This design comes from an exercise in tuning for small area on the open sky130 flow, not from production work. The RTL was checked by simulation tests, not by an equivalence proof against the original design. Power figures rest on the tool's default switching activity, not on a simulated workload.

run A:
## Dmac_Top
module Dmac_Top (
    input  logic        clk,
    input  logic        rst,
    input  logic        write,
    input  logic        HSel,
    input  logic [1:0]  STrans,
    input  logic [31:0] HWData,
    input  logic [31:0] HAddr,
    input  logic [31:0] MRData,
    input  logic        HReady,
    input  logic [1:0]  M_HResp,
    output logic HReadyOut,
    output logic [1:0] S_HResp,
    input  logic [1:0]  DmacReq,      
    input  logic        Bus_Grant,   
    output logic [31:0] MAddress,
    output logic [31:0] MWData,
    output logic [3:0]  MBurst_Size,
    output logic        MWrite,
    output logic [1:0]  MTrans,
    output logic [3:0]  MWStrb,
    output logic        Bus_Req,
    output logic        Interrupt,
    output logic [1:0]  ReqAck
);
    logic con_sel, con_en, irq, con_new_sel, C_config;
    logic hold;
    logic channel_en_1, channel_en_2;
    Dmac_Main_Datapath datapath_inst (
        .clk            (clk),
        .rst            (rst),
        .write          (write),
        .HSel           (HSel),
        .STrans         (STrans),
        .channel_en_1   (channel_en_1),
        .channel_en_2   (channel_en_2),
        .HWData         (HWData),
        .HAddr          (HAddr),
        .MRData         (MRData),
        .HReady         (HReady),
  ...
Settings: LEC_CHECK=0, CAP_MARGIN=10, CORE_MARGIN=2, CORE_UTILIZATION=60, PLACE_DENSITY=0.75, SLEW_MARGIN=10; clock period 10.0 ns.
standard.sh (not shown) runs the stock make flow with config.mk's settings and CLKGATE_MAP_FILE= SYNTH_SCRIPT=/design/flow/synth_recipe.tcl, a recipe that flattens the netlist after the stock synthesis.
==> flow/flow/run.sh <==
#!/bin/bash
# Layout: the standard flow with four changes:
#  - synthesis is the standard synthesis, except that ABC maps the logic with the
#    area-oriented script flow/abc_map.script (registers are mapped before ABC runs, so
#    they are the same as the standard synthesis's);
#  - the port buffers are buf_1 cells (every input and output port still gets one);
#  - the clock tree is built from clkbuf_4 over sink clusters of at most 10;
#  - the clock tree gets no dummy loads.
# Logs: synth.log and standard.log here, and ORFS's per-step logs under orfs/logs.
set -euo pipefail
rm -rf scripts_abc
cp -r "$FLOW_HOME/scripts" scripts_abc
cp flow/abc_map.script scripts_abc/abc_speed.script
bash standard.sh "SCRIPTS_DIR=$PWD/scripts_abc" synth > synth.log 2>&1
CTS="-sink_clustering_enable -repair_clock_nets -dont_use_dummy_load"
CTS="$CTS -buf_list {sky130_fd_sc_hd__clkbuf_4}"
CTS="$CTS -sink_clustering_size 10 -sink_clustering_max_diameter 40"
bash standard.sh "CTS_ARGS=$CTS" "BUFFER_PORTS_ARGS=-buffer_cell sky130_fd_sc_hd__buf_1" finish > standard.log 2>&1
==> flow/flow/abc_map.script <==
strash
dc2
dch -f
amap -F 3 -A 8
strash
dc2
dch -f
amap -F 3 -A 8
topo
Input-level comparison between run B and run A:
==> flow/flow/run.sh <==
#!/bin/bash
# Layout: the standard flow (standard synthesis unchanged) with three changes:
#  - the port buffers are buf_1 cells (every input and output port still gets one);
#  - the clock tree is built from clkbuf_8/clkbuf_16 over larger sink clusters;
#  - the clock tree gets no dummy loads.
# Logs: standard.log here, and ORFS's per-step logs under orfs/logs.
set -euo pipefail
CTS="-sink_clustering_enable -repair_clock_nets -dont_use_dummy_load"
CTS="$CTS -buf_list {sky130_fd_sc_hd__clkbuf_8 sky130_fd_sc_hd__clkbuf_16}"
CTS="$CTS -sink_clustering_size 24 -sink_clustering_max_diameter 60"
bash standard.sh "CTS_ARGS=$CTS" "BUFFER_PORTS_ARGS=-buffer_cell sky130_fd_sc_hd__buf_1" finish > standard.log 2>&1
removed: flow/flow/abc_map.script
## What came out
Clock buffer count: run B < run A
The die of run B is larger than the one used in run A.
NOTE total power run A->run B decreased by more than 10%
For layout-stage area growth over the synthesis result, run A and run B come out practically identical.
As far as core occupancy in the finished layout is concerned, run A and run B perform about the same.
Taking run A as the reference point, the layout buffer count excluding clock buffers of run B rises by about 7%.
Of run A and run B, the lower finished layout cell area belongs to run A.
Changes in run C relative to run B:
# run B
export LEC_CHECK = 0
export CAP_MARGIN = 10
export CORE_MARGIN = 2
export CORE_UTILIZATION = 60
export PLACE_DENSITY = 0.75
export SLEW_MARGIN = 10
create_clock -name core_clock -period 10.0 [get_ports {clk}]
# run C
export LEC_CHECK = 0
export CAP_MARGIN = 0
export CORE_MARGIN = 2
export CORE_UTILIZATION = 60
export PLACE_DENSITY = 0.75
export SLEW_MARGIN = 0
create_clock -name core_clock -period 10.0 [get_ports {clk}]
==> flow/flow/run.sh <==
#!/bin/bash
# Layout: the standard flow with four changes:
#  - synthesis is the standard synthesis, except that ABC maps the logic with the
#    area-oriented script flow/abc_map.script (registers are mapped before ABC runs, so
#    they are the same as the standard synthesis's);
#  - the port buffers are buf_1 cells (every input and output port still gets one);
#  - the clock tree is built from clkbuf_8 over sink clusters of at most 16;
#  - the clock tree gets no dummy loads.
# Logs: synth.log and standard.log here, and ORFS's per-step logs under orfs/logs.
set -euo pipefail
rm -rf scripts_abc
cp -r "$FLOW_HOME/scripts" scripts_abc
cp flow/abc_map.script scripts_abc/abc_speed.script
bash standard.sh "SCRIPTS_DIR=$PWD/scripts_abc" synth > synth.log 2>&1
CTS="-sink_clustering_enable -repair_clock_nets -dont_use_dummy_load"
CTS="$CTS -buf_list {sky130_fd_sc_hd__clkbuf_8}"
CTS="$CTS -sink_clustering_size 16 -sink_clustering_max_diameter 50"
bash standard.sh "CTS_ARGS=$CTS" "BUFFER_PORTS_ARGS=-buffer_cell sky130_fd_sc_hd__buf_1" finish > standard.log 2>&1
==> flow/flow/abc_map.script (new file) <==
strash
dc2
dch -f
amap -F 3 -A 8
strash
dc2
dch -f
amap -F 3 -A 8
topo
### Flow results
- Run B: all stages complete, timing, DRC and antenna checks passed
- Run C finished end to end and its layout was clean on timing, DRC and antenna.
- Lower setup slack was reported by run C, not run B.
- Re clock slew at the register clock pins of the worst setup and hold paths: run C is 0.02 ns up on run B.
- Against run B as the reference, run C delivers a lower smallest hold slack.
- Compared to run B, run C has core occupancy in the finished layout 0.28 points higher.
- Going from run B to run C, highest achievable clock rate shrinks by 9.8 MHz.
- Going from run B to run C, worst-path maximum fanout decreased 9, non-clock buffer count decreased 18, total power of the final layout increased about 16%.
- On number of unique standard cell types used by synthesis: run C sits below run B.
The following lists how run D was set up differently from run C:
# run C
export LEC_CHECK = 0
export CAP_MARGIN = 0
export CORE_MARGIN = 2
export CORE_UTILIZATION = 60
export PLACE_DENSITY = 0.75
export SLEW_MARGIN = 0
create_clock -name core_clock -period 10.0 [get_ports {clk}]
# run D
export LEC_CHECK = 0
export CAP_MARGIN = 10
export CORE_MARGIN = 2
export CORE_UTILIZATION = 60
export PLACE_DENSITY = 0.75
export SLEW_MARGIN = 10
create_clock -name core_clock -period 10.0 [get_ports {clk}]
==> flow/flow/run.sh <==
#!/bin/bash
# Layout: the standard flow with these changes:
#  - synthesis is the standard synthesis, except that ABC maps the logic with the
#    area-oriented script flow/abc_map.script and adders are left to ABC rather than
#    mapped to full/half-adder cells first (registers are mapped before ABC runs, so
#    they are the same as the standard synthesis's);
#  - the port buffers are buf_1 cells (every input and output port still gets one);
#  - the clock tree is built from clkbuf_4 over sink clusters of at most 10;
#  - the clock tree gets no dummy loads.
# Logs: synth.log and standard.log here, and ORFS's per-step logs under orfs/logs.
set -euo pipefail
rm -rf scripts_abc
cp -r "$FLOW_HOME/scripts" scripts_abc
cp flow/abc_map.script scripts_abc/abc_speed.script
bash standard.sh "SCRIPTS_DIR=$PWD/scripts_abc" "ADDER_MAP_FILE=" synth > synth.log 2>&1
CTS="-sink_clustering_enable -repair_clock_nets -dont_use_dummy_load"
CTS="$CTS -buf_list {sky130_fd_sc_hd__clkbuf_4}"
CTS="$CTS -sink_clustering_size 10 -sink_clustering_max_diameter 40"
bash standard.sh "CTS_ARGS=$CTS" "BUFFER_PORTS_ARGS=-buffer_cell sky130_fd_sc_hd__buf_1" finish > standard.log 2>&1
### Flow results
In summary, run D completed successfully, with a layout that passed the timing, DRC and antenna checks. In summary, run C completed successfully, with a layout that passed the timing, DRC and antenna checks. Run D vs run C — net switching power rose 1.0 mW. Summary of run D over run C: wire length of the first global-routing pass did not really move, maximum frequency went up, number of unique standard cell types used by synthesis went down, worst setup slack after layout went up. Sort run D and run C by post-synthesis cell count, ascending, and run D comes first. Number of global-route vias before repair (run D vs. run C) increases slightly. Run D has average via count per standard cell below what run C had.

re-timing with driven ports:
No port has a modelled driver above. Below, the same layouts with a new extraction and two added sets of constraints.
Step 1 assumes that a clkbuf_16 drives the clock port and a buf_2 every other input.
Step 2 moves the port delays by t, midway between the first and last clock arrival at a register: inputs arrive t later, outputs are due t later. That takes back most of the time a late clock gives input paths.
a / b / c = ideal / step 1 / step 2; a / b = the first two.
run	shift t [ns]	setup WS [ns]	clock arrival spread, ns	worst data-port slew with drivers (ns)
run A	1.079	0.471 / 0.448 / 0.448	0.201 / 0.201	0.12
run B	0.739	1.374 / 1.296 / 1.296	0.076 / 0.076	0.11
run C	0.793	0.581 / 0.558 / 0.460	0.137 / 0.137	0.12
run D	1.127	0.696 / 0.634 / -0.262	0.178 / 0.178	0.15
With both steps, setup timing fails in run D, where it was met with ideal ports. The setup slack of run D, which loses most, moves by -0.062 ns with the drivers and by -0.958 ns with both steps.
